From an optimization exercise on the open Yosys and OpenROAD flow, aimed at small area; shortcuts taken in it are not production practice. Function was not checked in any run shown here: the RTL went through the layout flow alone. The flow treats the clock pin as an ideal source. Dropping or thinning the clock tree relies on that and would not hold on a real chip. No activity file was given, so power comes from the tool's default toggle rates.

==> flow/design.v, too long to show whole: its modules and the start of the top module <==
// module FIR: 892 lines
// module fa: 4 lines
// module mx: 3 lines
// module mx1: 3 lines
// module ha: 4 lines
// module aoi21: 3 lines
// module nand2: 3 lines
// module nor2: 3 lines
// module oai21: 3 lines
module FIR(
	input				clk,
	input				rst_n,
	input				clk_en,
	input  [15:0]	filter_in,
	output [15:0]	filter_out
);
  // ...
==> flow/flow/run.sh <==
#!/bin/bash
# Layout: the standard ORFS flow (standard.sh), with these changes passed to ORFS
# through its own variables and step hooks:
#  - the ports are buffered with the smallest buffer (buf_1) instead of the flow's default;
#  - clock tree synthesis uses clkbuf_8 buffers and inserts no dummy loads;
#  - useful skew: the output registers out[*] are clocked from the root of the clock tree
#    through a chain of delay cells (flow/skew_cts.tcl, after clock tree synthesis), which
#    gives the paths from the delay line into them more time; before clock tree synthesis
#    the same skew is given to the timing-driven steps as ideal clock latency
#    (flow/skew_pre.tcl).  The paths from out[*] to the ports have ample slack.
# The full output of the flow goes to flow.log in this folder; ORFS keeps each step's log
# under orfs/logs/.
set -euo pipefail
HERE=$(pwd)
export BUFFER_PORTS_ARGS="-buffer_cell sky130_fd_sc_hd__buf_1"
export CTS_ARGS="-sink_clustering_enable -repair_clock_nets -buf_list sky130_fd_sc_hd__clkbuf_8 -dont_use_dummy_load"
export SKEW_NDLY=4
export SKEW_IDEAL_NS=2.35
export PRE_FLOORPLAN_TCL=$HERE/flow/skew_pre.tcl
export POST_CTS_TCL=$HERE/flow/skew_cts.tcl
export SKIP_CTS_REPAIR_TIMING=1
bash standard.sh > flow.log 2>&1
==> flow/flow/skew_cts.tcl <==
# Hook after clock tree synthesis: clock the output registers out[*] through a chain of delay
# cells from the root of the clock tree, so the long path from the delay line into them gets
# more time (useful skew between registers; the paths from out[*] to the ports have room).
# Then legalize and repair timing as the CTS step would.
set block [ord::get_db_block]
set db [ord::get_db]
set flops {}
foreach inst [$block getInsts] {
  if { [string match "out*" [$inst getName]] && [string match "sky130_fd_sc_hd__df*" [[$inst getMaster] getName]] } {
    lappend flops $inst
  }
}
puts "skew: [llength $flops] output registers"
set pins {}
foreach f $flops { lappend pins [get_pins -of_objects [get_cells [$f getName]] -filter "name == CLK"] }
unset_clock_latency $pins
set root [$block findInst clkbuf_0_clk]
set prev [[$root findITerm X] getNet]
set cx 0
set cy 0
foreach f $flops {
  set loc [$f getLocation]
  set cx [expr {$cx + [lindex $loc 0]}]
  set cy [expr {$cy + [lindex $loc 1]}]
}
set cx [expr {int($cx / [llength $flops])}]
set cy [expr {int($cy / [llength $flops])}]
set chain {}
for {set i 0} {$i < $::env(SKEW_NDLY)} {incr i} { lappend chain sky130_fd_sc_hd__dlygate4sd3_1 }
lappend chain sky130_fd_sc_hd__clkbuf_8
set i 0
foreach mname $chain {
  set inst [odb::dbInst_create $block [$db findMaster $mname] "skew_cell$i"]
  set net [odb::dbNet_create $block "skew_clk$i"]
  $net setSigType CLOCK
  [$inst findITerm A] connect $prev
  [$inst findITerm X] connect $net
  $inst setLocation $cx $cy
  $inst setPlacementStatus PLACED
  set prev $net
  incr i
}
foreach f $flops {
  set it [$f findITerm CLK]
  $it disconnect
  $it connect $prev
}
global_connect
set_placement_padding -global \
  -left $::env(CELL_PAD_IN_SITES_DETAIL_PLACEMENT) \
  -right $::env(CELL_PAD_IN_SITES_DETAIL_PLACEMENT)
detailed_placement
estimate_parasitics -placement
report_clock_skew
report_checks -path_delay min -format end -group_path_count 60 -endpoint_path_count 1
report_checks -path_delay min -through [get_pins -of_objects [get_cells out*] -filter "name == D"] -format full -group_path_count 1
repair_timing_helper
detailed_placement
check_placement -verbose
report_checks -path_delay max -format end -group_path_count 3
report_checks -path_delay min -format end -group_path_count 3
==> flow/flow/skew_pre.tcl <==
# Hook before floorplanning: the output registers will be clocked late (see skew_cts.tcl);
# tell the timing-driven steps before clock tree synthesis about it as ideal clock latency.
set skew_pins {}
foreach inst [get_cells *] {
  set ref [get_property $inst ref_name]
  if { [string match "out*" [get_property $inst name]] && [string match "sky130_fd_sc_hd__df*" $ref] } {
    lappend skew_pins [get_pins -of_objects $inst -filter "name == CLK"]
  }
}
puts "skew: [llength $skew_pins] output registers get ideal clock latency $::env(SKEW_IDEAL_NS) ns"
set_clock_latency $::env(SKEW_IDEAL_NS) $skew_pins
==> flow/standard.sh <==
#!/bin/bash
# synth_recipe.tcl (not shown) runs the flow's synth.tcl, then flattens the netlist and writes it again
# the make line also repeats each setting of config.mk as NAME=value (left out here)
make -C /OpenROAD-flow-scripts/flow DESIGN_CONFIG=/design/flow/config.mk WORK_HOME=/design/flow/orfs CLKGATE_MAP_FILE= SYNTH_SCRIPT=/design/flow/synth_recipe.tcl "${@:-finish}"
==> flow/config.mk <==
export PLATFORM = sky130hd
export DESIGN_NAME = FIR
export DESIGN_NICKNAME = FIR
export VERILOG_FILES = /design/flow/design.v
export SDC_FILE = /design/flow/constraint.sdc
export NUM_CORES = 4
export LEC_CHECK = 0
export CAP_MARGIN = 20
export CORE_MARGIN = 2
export CORE_UTILIZATION = 40
export SLEW_MARGIN = 20
export SYNTH_HIERARCHICAL = 1
==> flow/constraint.sdc <==
create_clock -name core_clock -period 6.0 [get_ports {clk}]
set_input_delay 1.2000 -clock core_clock [delete_from_list [all_inputs] [get_ports {clk}]]
set_output_delay 1.2000 -clock core_clock [all_outputs]
set_load 0.01 [all_outputs]
==> summary.md, run 1 <==
| Metric | Value |
|---|---|
| Pwr/cell area | about 190 nW/µm² |
| LEAKAGE | ~6.8 nW |
| CTS tree | yes |
| Initial core utilization | 40.68% |
| Met2 usage | 31.59% |
| Row cnt | 63 |
| Vias in the first global route | 8,610 |
| Cell family with the largest share of critical-path delay | adder cells |
| Die width | 177.8 µm |
| Adder-cell area share of the yosys netlist | ~40% |
| Status | finished clean |
| Met1 WL | around 12,000 µm |
| Clock transition at path regs | ~0.10 ns |
| Worst Hold Launch | d9[14] |
| CP startpoint kind | register |
| Dpl ws | ~0.49 ns |
| Synthesized area | between 10,000 and 15,000 µm² |
| Top_reg_cell synth | dfxtp_1 |
| Layout sequential cell count | approximately 180 |
| Mux cell area share after synthesis | 0% |
| DR WL met2 | 14,320 µm |
| Headroom to the max-slew limit | around a third |
| Hold WC Path Type | reg -> reg |
| Worst path slowest cell | dlygate4sd3_1 |
| Worst path buffer plus inverter count | 2 |
==> inputs of run 2 (changes only) <==
--- a/flow/design.v
+++ b/flow/design.v
@@ -854,33 +854,34 @@
 mx md0_n8 (.s1(clk_en), .a(filter_in[8]), .s0(hold), .b(d0[8]), .y(d0_n[8]));
 mx md0_n9 (.s1(clk_en), .a(filter_in[9]), .s0(hold), .b(d0[9]), .y(d0_n[9]));
 mx md0_n10 (.s1(clk_en), .a(filter_in[10]), .s0(hold), .b(d0[10]), .y(d0_n[10]));
 mx md0_n11 (.s1(clk_en), .a(filter_in[11]), .s0(hold), .b(d0[11]), .y(d0_n[11]));
 mx md0_n12 (.s1(clk_en), .a(filter_in[12]), .s0(hold), .b(d0[12]), .y(d0_n[12]));
 mx md0_n13 (.s1(clk_en), .a(filter_in[13]), .s0(hold), .b(d0[13]), .y(d0_n[13]));
 mx md0_n14 (.s1(clk_en), .a(filter_in[14]), .s0(hold), .b(d0[14]), .y(d0_n[14]));
 mx md0_n15 (.s1(clk_en), .a(filter_in[15]), .s0(hold), .b(d0[15]), .y(d0_n[15]));
+wire ld_o, hold_o; ctl u_ctl_o (.en(clk_en), .clr(clr), .ld(ld_o), .hold(hold_o));
 wire [15:0] out_n;
-mx mout_n0 (.s1(ld), .a(S[0]), .s0(hold), .b(out[0]), .y(out_n[0]));
-mx mout_n1 (.s1(ld), .a(S[1]), .s0(hold), .b(out[1]), .y(out_n[1]));
-mx mout_n2 (.s1(ld), .a(S[2]), .s0(hold), .b(out[2]), .y(out_n[2]));
-mx mout_n3 (.s1(ld), .a(S[3]), .s0(hold), .b(out[3]), .y(out_n[3]));
-mx mout_n4 (.s1(ld), .a(S[4]), .s0(hold), .b(out[4]), .y(out_n[4]));
-mx mout_n5 (.s1(ld), .a(S[5]), .s0(hold), .b(out[5]), .y(out_n[5]));
-mx mout_n6 (.s1(ld), .a(S[6]), .s0(hold), .b(out[6]), .y(out_n[6]));
-mx mout_n7 (.s1(ld), .a(S[7]), .s0(hold), .b(out[7]), .y(out_n[7]));
-mx mout_n8 (.s1(ld), .a(S[8]), .s0(hold), .b(out[8]), .y(out_n[8]));
-mx mout_n9 (.s1(ld), .a(S[9]), .s0(hold), .b(out[9]), .y(out_n[9]));
-mx mout_n10 (.s1(ld), .a(S[10]), .s0(hold), .b(out[10]), .y(out_n[10]));
-mx mout_n11 (.s1(ld), .a(S[11]), .s0(hold), .b(out[11]), .y(out_n[11]));
-mx mout_n12 (.s1(ld), .a(S[12]), .s0(hold), .b(out[12]), .y(out_n[12]));
-mx mout_n13 (.s1(ld), .a(S[13]), .s0(hold), .b(out[13]), .y(out_n[13]));
-mx mout_n14 (.s1(ld), .a(S[14]), .s0(hold), .b(out[14]), .y(out_n[14]));
-mx mout_n15 (.s1(ld), .a(S[15]), .s0(hold), .b(out[15]), .y(out_n[15]));
+mx mout_n0 (.s1(ld_o), .a(S[0]), .s0(hold_o), .b(out[0]), .y(out_n[0]));
+mx mout_n1 (.s1(ld_o), .a(S[1]), .s0(hold_o), .b(out[1]), .y(out_n[1]));
+mx mout_n2 (.s1(ld_o), .a(S[2]), .s0(hold_o), .b(out[2]), .y(out_n[2]));
+mx mout_n3 (.s1(ld_o), .a(S[3]), .s0(hold_o), .b(out[3]), .y(out_n[3]));
+mx mout_n4 (.s1(ld_o), .a(S[4]), .s0(hold_o), .b(out[4]), .y(out_n[4]));
+mx mout_n5 (.s1(ld_o), .a(S[5]), .s0(hold_o), .b(out[5]), .y(out_n[5]));
+mx mout_n6 (.s1(ld_o), .a(S[6]), .s0(hold_o), .b(out[6]), .y(out_n[6]));
+mx mout_n7 (.s1(ld_o), .a(S[7]), .s0(hold_o), .b(out[7]), .y(out_n[7]));
+mx mout_n8 (.s1(ld_o), .a(S[8]), .s0(hold_o), .b(out[8]), .y(out_n[8]));
+mx mout_n9 (.s1(ld_o), .a(S[9]), .s0(hold_o), .b(out[9]), .y(out_n[9]));
+mx mout_n10 (.s1(ld_o), .a(S[10]), .s0(hold_o), .b(out[10]), .y(out_n[10]));
+mx mout_n11 (.s1(ld_o), .a(S[11]), .s0(hold_o), .b(out[11]), .y(out_n[11]));
+mx mout_n12 (.s1(ld_o), .a(S[12]), .s0(hold_o), .b(out[12]), .y(out_n[12]));
+mx mout_n13 (.s1(ld_o), .a(S[13]), .s0(hold_o), .b(out[13]), .y(out_n[13]));
+mx mout_n14 (.s1(ld_o), .a(S[14]), .s0(hold_o), .b(out[14]), .y(out_n[14]));
+mx mout_n15 (.s1(ld_o), .a(S[15]), .s0(hold_o), .b(out[15]), .y(out_n[15]));
 always @(posedge clk) out <= out_n;
 always @(posedge clk) begin
 	d0 <= d0_n;
 	d1 <= d1_n;
 	d2 <= d2_n;
 	d3 <= d3_n;
 	d4 <= d4_n;
 	d5 <= d5_n;
@@ -896,16 +897,20 @@
 assign co = (a & b) | (a & c) | (b & c);
 endmodule
 module mx(input s1, input a, input s0, input b, output y);
 assign y = (s1 & a) | (s0 & b);
 endmodule
 module mx1(input s1, input a, input s0, input b, input c, output y);
 assign y = (s1 & a) | (s0 & b) | c;
 endmodule
+module ctl(input en, input clr, output ld, output hold);
+assign ld = en & ~clr;
+assign hold = ~en & ~clr;
+endmodule
 module ha(input a, input b, output s, output co);
 assign s = a ^ b;
 assign co = a & b;
 endmodule
 module aoi21(input a, input b, input c, output y);
 assign y = ~(a | (b & c));
 endmodule
 module nand2(input a, input b, output y);
--- a/flow/flow/run.sh
+++ b/flow/flow/run.sh
@@ -9,14 +9,15 @@
 #    the same skew is given to the timing-driven steps as ideal clock latency
 #    (flow/skew_pre.tcl).  The paths from out[*] to the ports have ample slack.
 # The full output of the flow goes to flow.log in this folder; ORFS keeps each step's log
 # under orfs/logs/.
 set -euo pipefail
 HERE=$(pwd)
 export BUFFER_PORTS_ARGS="-buffer_cell sky130_fd_sc_hd__buf_1"
 export CTS_ARGS="-sink_clustering_enable -repair_clock_nets -buf_list sky130_fd_sc_hd__clkbuf_8 -dont_use_dummy_load"
-export SKEW_NDLY=4
-export SKEW_IDEAL_NS=2.35
+export SKEW_CHAIN="dlygate4sd3_1 dlygate4sd3_1 dlygate4sd3_1 dlygate4sd1_1 clkbuf_8"
+export SKEW_SEL_NDLY=2
+export SKEW_IDEAL_NS=2.0
 export PRE_FLOORPLAN_TCL=$HERE/flow/skew_pre.tcl
 export POST_CTS_TCL=$HERE/flow/skew_cts.tcl
 export SKIP_CTS_REPAIR_TIMING=1
 bash standard.sh > flow.log 2>&1
--- a/flow/flow/skew_cts.tcl
+++ b/flow/flow/skew_cts.tcl
@@ -21,34 +21,78 @@
 foreach f $flops {
   set loc [$f getLocation]
   set cx [expr {$cx + [lindex $loc 0]}]
   set cy [expr {$cy + [lindex $loc 1]}]
 }
 set cx [expr {int($cx / [llength $flops])}]
 set cy [expr {int($cy / [llength $flops])}]
 set chain {}
-for {set i 0} {$i < $::env(SKEW_NDLY)} {incr i} { lappend chain sky130_fd_sc_hd__dlygate4sd3_1 }
-lappend chain sky130_fd_sc_hd__clkbuf_8
+foreach c $::env(SKEW_CHAIN) { lappend chain sky130_fd_sc_hd__$c }
 set i 0
 foreach mname $chain {
   set inst [odb::dbInst_create $block [$db findMaster $mname] "skew_cell$i"]
   set net [odb::dbNet_create $block "skew_clk$i"]
   $net setSigType CLOCK
   [$inst findITerm A] connect $prev
   [$inst findITerm X] connect $net
   $inst setLocation $cx $cy
   $inst setPlacementStatus PLACED
   set prev $net
   incr i
 }
+set oldnets {}
 foreach f $flops {
   set it [$f findITerm CLK]
+  lappend oldnets [$it getNet]
   $it disconnect
   $it connect $prev
+}
+# clock buffers left without loads are removed
+foreach n [lsort -unique $oldnets] {
+  set nloads 0
+  foreach it [$n getITerms] {
+    if { [$it isInputSignal] } { incr nloads }
+  }
+  if { $nloads == 0 } {
+    set drv [$n getFirstOutput]
+    if { $drv != "NULL" } {
+      set bi [$drv getInst]
+      puts "skew: removing clock buffer [$bi getName] left without loads"
+      odb::dbInst_destroy $bi
+    }
+    odb::dbNet_destroy $n
+  }
+}
+# The select signals of the output registers' multiplexers (ld_o, hold_o) come from the
+# clk_en input and the clr register, which are timed on the normal clock: delay each of
+# them once, at its driver, instead of leaving the hold repair to pad every load.
+foreach nname {ld_o hold_o} {
+  set net [$block findNet $nname]
+  if { $net == "NULL" } { continue }
+  set loads {}
+  foreach it [$net getITerms] {
+    if { [$it isInputSignal] } { lappend loads $it }
+  }
+  set prev $net
+  for {set k 0} {$k < $::env(SKEW_SEL_NDLY)} {incr k} {
+    set inst [odb::dbInst_create $block [$db findMaster sky130_fd_sc_hd__dlygate4sd3_1] "skewsel_${nname}_c$k"]
+    set n2 [odb::dbNet_create $block "skewsel_${nname}_n$k"]
+    [$inst findITerm A] connect $prev
+    [$inst findITerm X] connect $n2
+    set drv [$net getFirstOutput]
+    set loc [[$drv getInst] getLocation]
+    $inst setLocation [lindex $loc 0] [lindex $loc 1]
+    $inst setPlacementStatus PLACED
+    set prev $n2
+  }
+  foreach it $loads {
+    $it disconnect
+    $it connect $prev
+  }
 }
 global_connect
 set_placement_padding -global \
   -left $::env(CELL_PAD_IN_SITES_DETAIL_PLACEMENT) \
   -right $::env(CELL_PAD_IN_SITES_DETAIL_PLACEMENT)
 detailed_placement
 estimate_parasitics -placement
 report_clock_skew
==> run 2 against run 1 <==
Compared with the run above:
- now fails the layout checks on hold timing
- synthesized cell count is 0.20% higher
- first-iteration DRC count is 16% higher
- flip-flop and latch count stayed put
- power is 3.4% lower
==> summary.md, run 2 <==
| Metric | Value |
|---|---|
| Setup TNS | 0 ns (unchanged) |
| Largest net degree at the start of global routing | 161 (was 177) |
| Commonest non-fill, non-tap cell in the layout | a22o_1 (unchanged) |
| Status | failed layout checks (was finished clean) |
| Final setup viols | 0 (unchanged) |
| DIE AREA | 31,670 µm² (was 31,630 µm²) |
| Initial core utilization | 40.74% (was 40.68%) |
| Headroom to the max-slew limit | 43.96% (was 33.44%) |
| EDFF count, synth | 0 (unchanged) |
| Setup CP Type | reg -> reg (unchanged) |
| Worst path slowest cell | dlygate4sd3_1 (unchanged) |
| Synthesis warning total | 7 (unchanged) |
| Min Hold Slack | -0.1009 ns (was 0.08129 ns) |
| Hold Vio Cnt, Final | 2 (was 0) |
| Vias per inst | 5.308 (was 5.345) |
| Hold WC Path Type | reg -> reg (unchanged) |
| Final worst-path cycle share | 94.57% (was 96.53%) |
| GR Util All Layers | 18.06% (was 18.40%) |
| Mux cell area share after synthesis | 0% (unchanged) |
| Synth Instances | 991 (was 989) |
| Port Buffers | 34 (unchanged) |
| Distinct cells, synth | 48 (was 47) |
| Die Y | 178.0 µm (was 177.8 µm) |
| Total grt overflow | 0 (unchanged) |
| Fin crit period | 5.674 ns (was 5.792 ns) |
| Clock transition at path regs | 0.10 ns (about the same) |
| Post-Route Skew | 1.918 ns (was 2.262 ns) |
| Finished layout cell area | 13,690 µm² (was 14,360 µm²) |
| Layout cells sized above 1 | 7.845% (was 9.208%) |
| Commonest cells post-synth | a22o_1, dfxtp_1, fa_1 (unchanged) |
| Top_reg_cell synth | dfxtp_1 (unchanged) |
| Pwr/cell area | 194.4 nW/µm² (was 191.9 nW/µm²) |
| First-pass GRT wire length | 44,000 µm (was 45,030 µm) |
| Max_cap viols | 0 (unchanged) |
| Peak supply drop | 0.0001470 V (was 0.0001188 V) |
| I/O pin count | 35 (unchanged) |
| DR WL/cell | 17.69 µm (was 17.66 µm) |
| Filler Cell Count | 2,747 (was 2,653) |
| Top cell type's share of synthesized area | 29.11% (was 29.15%) |
| CP max stage delay | 0.56 ns (was 0.55 ns) |
| Critical Path RT | 8.24 ns (was 8.60 ns) |
| CP Capture Type | register (unchanged) |
| Largest family of logic cells by synthesized area | adder cells (unchanged) |
| Synth async-reset ratio | 0.5650% (unchanged) |
| Most common cell on crit path | ha_1 (unchanged) |
| Util after Layout | 46.08% (was 48.33%) |
| Vias in the first global route | 8,351 (was 8,610) |
| Total number of vias | 7,957 (was 8,296) |
| Synth Area in Simple Gates | 3.876% (was 3.737%) |
| Pre-antenna DRT Iters | 4 (unchanged) |
| DRT Wirelength | 26,520 µm (was 27,410 µm) |
| Multi-input gate area | 8399 µm² (was 8534 µm²) |
| Yosys reg bits | 177 (unchanged) |
| Antenna diode count | 0 (unchanged) |
| Fmax | 0.1762 GHz (was 0.1727 GHz) |
| P&R area growth vs syn | 13.12% (was 18.83%) |
| CP arrival | 7.92 ns (was 8.39 ns) |
| Slack of the critical path | 0.3257 ns (was 0.2082 ns) |
| Hpwl dp | 20,460 µm (was 20,580 µm) |
| GPL Wtd Cong | 0.8305 (was 0.8633) |
| Clock insertion delay at the later pin of the skew report | 2.34 ns (was 2.70 ns) |
| Nets | 1,414 (was 1,467) |
| Ranking of synthesized cells by area | dfxtp_1, fa_1, a22o_1 (unchanged) |
| Row cnt | 63 (unchanged) |
| Register area | 3553 µm² (was 3556 µm²) |
| DR DRC count | 0 (unchanged) |
| Synthesized area | 12,110 µm² (was 12,090 µm²) |
| 1st-iter DRT viols | 439 (was 380) |
| Detail Route Antenna Nets | 0 (unchanged) |
| Blocking Checks | hold timing |
| Register area share after synthesis | 29.32% (was 29.37%) |
| CP startpoint kind | register (unchanged) |
| Syn avg cell area | 12.22 µm² (about the same) |
| Power Total | 2.662 mW (was 2.757 mW) |
| Compound-Gate Fraction of Synth Area | 19.76% (was 19.79%) |
| Clock Sink Count | 177 (unchanged) |
| Synth area leader | dfxtp_1 (unchanged) |
| Dpl ws | 0.3279 ns (was 0.4857 ns) |
| Die width | 178.0 µm (was 177.8 µm) |
| LEAKAGE | 6.486 nW (was 6.762 nW) |
| Area after DPL | 12,880 µm² (was 12,820 µm²) |
| Core Area | 29,720 µm² (unchanged) |
| Final std cells w/o fill | 1,499 (was 1,552) |
| Slew @ Worst Pin | 0.8407 ns (was 0.9983 ns) |
| Inst Count DP | 1,431 (was 1,425) |
| Syn nets | 1,294 (was 1,292) |
| Initial antenna violation count | 0 (unchanged) |
| Adder-cell area share of the yosys netlist | 40.36% (was 40.42%) |
| Commonest cells after routing, fill and taps aside | a22o_1, dfxtp_1, fa_1 (was a22o_1, fa_1, dfxtp_1) |
| Max Transition Viols Final | 0 (unchanged) |
| Post-synthesis xor/xnor area fraction | 4.630% (was 4.637%) |
| CP max FO | 3 (unchanged) |
==> run 2: cells by family after synthesis <==
| kind of cell | after synthesis |
|---|---|
| and+or+nand+nor | 98 |
| adders and majority gates | 287 |
| xor gates and xnor gates | 64 |
| other | 2 |
| buffers and inverters | 64 |
| DFF | 177 |
| AOI/OAI and AO/OA | 299 |
==> run 2: power breakdown <==
part | switching [mW] | leakage (nW) | total, mW | internal [mW]
Sequential | 0.0360 | 1.44 | 1.27 | 1.23
Clock | 0.387 | 0.141 | 0.669 | 0.282
Combinational | 0.364 | 4.90 | 0.727 | 0.363
==> run 2: modules after synthesis (local to each module, per instance), a selection <==
module,flip-flops and latches,copies in the design,cells,area [µm²]
ctl,0,1,2,17.52
ha,0,88,1,12.51
mx,0,176,1,8.758
oai21,0,14,1,5.005
nor2,0,3,1,3.754
nand2,0,15,1,3.754
==> run 2: path summary, 6_finish.rpt <==
check,startpoint,end,slack (ns),cells after the start
setup / recovery,d4[1],out[4],0.33,25
hold / removal,d5[3],out[0],-0.10,8
setup reg to reg,d4[1],out[4],0.33,25
hold reg to reg,d5[3],out[0],-0.10,8
max in group asynchronous,rst_n,clr,5.30,1
min in group asynchronous,rst_n,clr,0.68,1
==> run 2: layout make-up, without the clock buffers <==
cell class                 count  share of cell area [%]
timing repair buffer          94                   5.135
tap                          390                   3.564
buffer                         9                  0.6762
multi-input combinational    750                   61.34
sequential                   177                   25.95
inverter                      63                   1.727
==> run 2: routing by layer <==
metal	wire [µm]	vias to the layer above	track usage (%)	part of all wire, %
li1	-	3817	-	-
met1	11850	4051	23.44	45
met2	13700	73	31.04	52
met3	643	16	3.685	2.4
met4	326	0	3.996	1.2
met5	0	-	0	0
==> run 2: critical path, delay by kind of cell, from the launching register on <==
family                     cells  cell delay (ns)
adders and majority gates     14             4.54
and+or+nand+nor                4             0.81
buffers and inverters          2             0.63
xor gates and xnor gates       1             0.17
AOI/OAI and AO/OA              4             0.97
DFF                            1             0.33
==> inputs of run 3 (changes only) <==
--- a/flow/flow/run.sh
+++ b/flow/flow/run.sh
@@ -14,9 +14,9 @@
 HERE=$(pwd)
 export BUFFER_PORTS_ARGS="-buffer_cell sky130_fd_sc_hd__buf_1"
 export CTS_ARGS="-sink_clustering_enable -repair_clock_nets -buf_list sky130_fd_sc_hd__clkbuf_8 -dont_use_dummy_load"
-export SKEW_CHAIN="dlygate4sd3_1 dlygate4sd3_1 dlygate4sd3_1 dlygate4sd1_1 clkbuf_8"
-export SKEW_SEL_NDLY=2
-export SKEW_IDEAL_NS=2.0
+export SKEW_CHAIN="dlygate4sd3_1 dlygate4sd3_1 dlygate4sd1_1 dlygate4sd1_1 clkbuf_8"
+export SKEW_SEL_NDLY=1
+export SKEW_IDEAL_NS=1.65
 export PRE_FLOORPLAN_TCL=$HERE/flow/skew_pre.tcl
 export POST_CTS_TCL=$HERE/flow/skew_cts.tcl
 export SKIP_CTS_REPAIR_TIMING=1
--- a/flow/config.mk
+++ b/flow/config.mk
@@ -7,6 +7,7 @@
 export LEC_CHECK = 0
 export CAP_MARGIN = 20
 export CORE_MARGIN = 2
-export CORE_UTILIZATION = 40
+export CORE_UTILIZATION = 50
+export HOLD_SLACK_MARGIN = 0.1
 export SLEW_MARGIN = 20
 export SYNTH_HIERARCHICAL = 1
==> run 3 against run 2 <==
Compared with the run above:
- now clean on timing, DRC and antenna
- clock power is 1% higher
- clock skew fell by 0.40 ns
- flip-flop and latch count did not move
- utilization is 11 points higher
- register-to-register slack lost 0.07 ns
- cell area is 0.89% lower
- worst hold slack improved by 0.29 ns
- setup slack worse by 0.074 ns
- power about the same
- global-route usage rose by 4.0 points
- wire length up 0.49%
- sequential share of layout area is 0.27 points higher
==> summary.md, run 3 <==
| Metric | Value |
|---|---|
| Synth async-reset ratio | 0.5650% (unchanged) |
| EDFF count, synth | 0 (unchanged) |
| Commonest cells post-synth | a22o_1, dfxtp_1, fa_1 (unchanged) |
| CP startpoint kind | register (unchanged) |
| Clock transition at path regs | 0.10 ns (about the same) |
| Detail Route Antenna Nets | 0 (unchanged) |
| CP arrival | 7.61 ns (was 7.92 ns) |
| 1st-iter DRT viols | 392 (was 439) |
| Fin crit period | 5.748 ns (was 5.674 ns) |
| Initial antenna violation count | 0 (unchanged) |
| First-pass GRT wire length | 44,020 µm (was 44,000 µm) |
| Port Buffers | 34 (unchanged) |
| Pwr/cell area | 196.3 nW/µm² (was 194.4 nW/µm²) |
| Hpwl dp | 20,750 µm (was 20,460 µm) |
| GPL Wtd Cong | 0.8314 (was 0.8305) |
| Power Total | 2.664 mW (was 2.662 mW) |
| Top cell type's share of synthesized area | 29.11% (unchanged) |
| Die Y | 159.6 µm (was 178.0 µm) |
| Vias in the first global route | 8,419 (was 8,351) |
| Setup CP Type | reg -> reg (unchanged) |
| Synth area leader | dfxtp_1 (unchanged) |
| Max Transition Viols Final | 0 (unchanged) |
| Synth Instances | 991 (unchanged) |
| Hold WC Path Type | reg -> reg (unchanged) |
| Reg2Reg Depth | 27 (was 25) |
| CP Capture Type | register (unchanged) |
| Area after DPL | 12,880 µm² (about the same) |
| Syn nets | 1,294 (unchanged) |
| Synthesized area | 12,110 µm² (unchanged) |
| Register area share after synthesis | 29.32% (unchanged) |
| Layout cells sized above 1 | 11.29% (was 7.845%) |
| Headroom to the max-slew limit | 29.02% (was 43.96%) |
| Critical Path RT | 7.86 ns (was 8.24 ns) |
| Row cnt | 56 (was 63) |
| Setup TNS | 0 ns (unchanged) |
| DR WL/cell | 18.81 µm (was 17.69 µm) |
| Die width | 159.6 µm (was 178.0 µm) |
| Hold depth | 7 (was 8) |
| Nets | 1,403 (was 1,414) |
| DRT Wirelength | 26,650 µm (was 26,520 µm) |
| Clock Sink Count | 177 (unchanged) |
| Core Area | 23,610 µm² (was 29,720 µm²) |
| Yosys reg bits | 177 (unchanged) |
| Total number of vias | 7,903 (was 7,957) |
| Util after Layout | 57.48% (was 46.08%) |
| Commonest cells after routing, fill and taps aside | a22o_1, fa_1, dfxtp_1 (was a22o_1, dfxtp_1, fa_1) |
| Max_cap viols | 0 (unchanged) |
| GR Util All Layers | 22.08% (was 18.06%) |
| Top_reg_cell synth | dfxtp_1 (unchanged) |
| Final setup viols | 0 (unchanged) |
| Vias per inst | 5.577 (was 5.308) |
| Antenna diode count | 0 (unchanged) |
| Post-Route Skew | 1.516 ns (was 1.918 ns) |
| LEAKAGE | 6.420 nW (was 6.486 nW) |
| P&R area growth vs syn | 12.11% (was 13.12%) |
| I/O pin count | 35 (unchanged) |
| Syn avg cell area | 12.22 µm² (unchanged) |
| Initial core utilization | 51.27% (was 40.74%) |
| Final worst-path cycle share | 95.80% (was 94.57%) |
| Peak supply drop | 0.0001051 V (was 0.0001470 V) |
| Largest net degree at the start of global routing | 101 (was 161) |
| Ranking of synthesized cells by area | dfxtp_1, fa_1, a22o_1 (unchanged) |
| Fmax | 0.1740 GHz (was 0.1762 GHz) |
| Status | finished clean (was failed layout checks) |
| Filler Cell Count | 2,040 (was 2,747) |
| Finished layout cell area | 13,570 µm² (was 13,690 µm²) |
| Clock insertion delay at the later pin of the skew report | 1.96 ns (was 2.34 ns) |
| Pre-antenna DRT Iters | 4 (unchanged) |
| Hold Vio Cnt, Final | 0 (was 2) |
| Synthesis warning total | 7 (unchanged) |
| DIE AREA | 25,470 µm² (was 31,670 µm²) |
| Slew @ Worst Pin | 1.065 ns (was 0.8407 ns) |
| Commonest non-fill, non-tap cell in the layout | a22o_1 (unchanged) |
| DR DRC count | 0 (unchanged) |
| CP max FO | 3 (unchanged) |
| Distinct cells, synth | 48 (unchanged) |
| Total grt overflow | 0 (unchanged) |
[run 3: cell counts after synthesis]
Identical to the previous run, type by type.
[run 3: power breakdown]
group	leakage (nW)	internal, mW	switching [mW]
logic	4.83	0.346	0.372
clock network	0.142	0.280	0.399
registers	1.44	1.23	0.0367
[run 3: path summary, 6_finish.rpt]
path                       startpoint  endpoint  slack, ns
setup / recovery                d1[1]   out[13]       0.25
hold / removal                  d5[2]    out[0]       0.19
setup reg to reg                d1[1]   out[13]       0.25
hold reg to reg                 d5[2]    out[0]       0.19
max in group asynchronous       rst_n       clr       5.31
min in group asynchronous       rst_n       clr       0.67
[run 3: modules after synthesis (local to each module, per instance), a selection]
module	flops+latches	times used	cell area (µm²)
nand2	0	15	3.754
ha	0	88	12.51
FIR	177	1	5687
nor2	0	3	3.754
mx	0	176	8.758
ctl	0	1	17.52
aoi21	0	18	8.758
[run 3: routing by layer]
layer	routed length, µm	GRT usage [%]	up-vias
li1	-	-	3787
met1	11800	29.20	3979
met2	13620	37.54	100
met3	682	3.438	37
met4	554	6.653	0
met5	0	0	-
[run 3: worst max-delay path, stage by stage, from the launching register on]
cell	delay [ns]
dfxtp_2	0.34
ha_4	0.23
ha_2	0.19
or2_4	0.26
ha_4	0.16
nor2_4	0.15
xnor2_4	0.14
fa_1	0.48
fa_1	0.52
fa_2	0.35
fa_1	0.51
fa_1	0.45
a222oi_1	0.32
inv_1	0.08
o31a_1	0.25
maj3_2	0.31
maj3_2	0.31
maj3_2	0.31
ha_1	0.18
or2_4	0.23
ha_4	0.15
o211ai_1	0.20
nand3_1	0.17
a21oi_2	0.23
o21ai_2	0.09
a211oi_2	0.24
nor2_1	0.07
a22o_1	0.21
[run 3: area by class of cell, without the clock buffers]
class                      instances  area (µm²)  area share (%)
inverter                          63       236.5           1.742
tap                              319       399.1           2.941
timing repair buffer              85       538.0           3.964
buffer                             7       71.32          0.5255
multi-input combinational        750        8548           62.99
sequential                       177        3558           26.22
[run 3: kinds of logic (layout without fill, tap and decap cells)]
logic type / Yosys count / in the layout / share of synthesized area, %
AOI/OAI and AO/OA: 299 / 299 / 19.76
xor gates and xnor gates: 64 / 64 / 4.631
adders and majority gates: 287 / 287 / 40.36
buffers and inverters: 64 / 171 / 1.984
DFF: 177 / 177 / 29.32
other: 2 / 2 / 0.06204
and+or+nand+nor: 98 / 98 / 3.876
[run 3: per-stage QoR]
stage | hold WS (ns) | std cells | worst slack [ns]
finish | 0.1920 | 1417 | 0.2521
global route | 0.2271 | 1417 | -0.005503
detailed placement | -0.5707 | 1374 | 0.03557
global placement | -0.5719 | 1374 | 0.07429
floorplan | -0.7771 | 991 | 0.1978

separate check: timing with driven ports:
How much do the figures lean on ideal ports? The routed layouts below were timed once more, with nothing changed but the port constraints. Step 1: set_driving_cell puts a clkbuf_16 on clk and a buf_2 on each other input, an assumption about the parent block. Step 2, shift: input delay + t, output delay - t, t = (earliest + latest rising clock arrival at the registers) / 2. This alone moves slack from input paths to output paths. Slacks: no drivers / after step 1 / after step 2; pairs: no drivers / after step 1.
| run | t, ns | setup slack, ns | hold slack, ns | clock arrival spread, ns | worst slew at a driven data input, ns | pins driven straight from the clock port |
|---|---|---|---|---|---|---|
| run 1 | 1.614 | 0.208 / 0.208 / 0.208 | 0.081 / 0.081 / 0.081 | 2.262 / 2.262 | 0.04 | 1 |
| run 2 | 1.426 | 0.326 / 0.326 / 0.326 | -0.101 / -0.101 / -0.101 | 1.918 / 1.918 | 0.04 | 1 |
| run 3 | 1.244 | 0.252 / 0.252 / 0.252 | 0.192 / 0.192 / 0.192 | 1.516 / 1.516 | 0.03 | 1 |
In every run listed the clock reaches the registers at very different times; t lies between them, and the last value is a rough guide only.
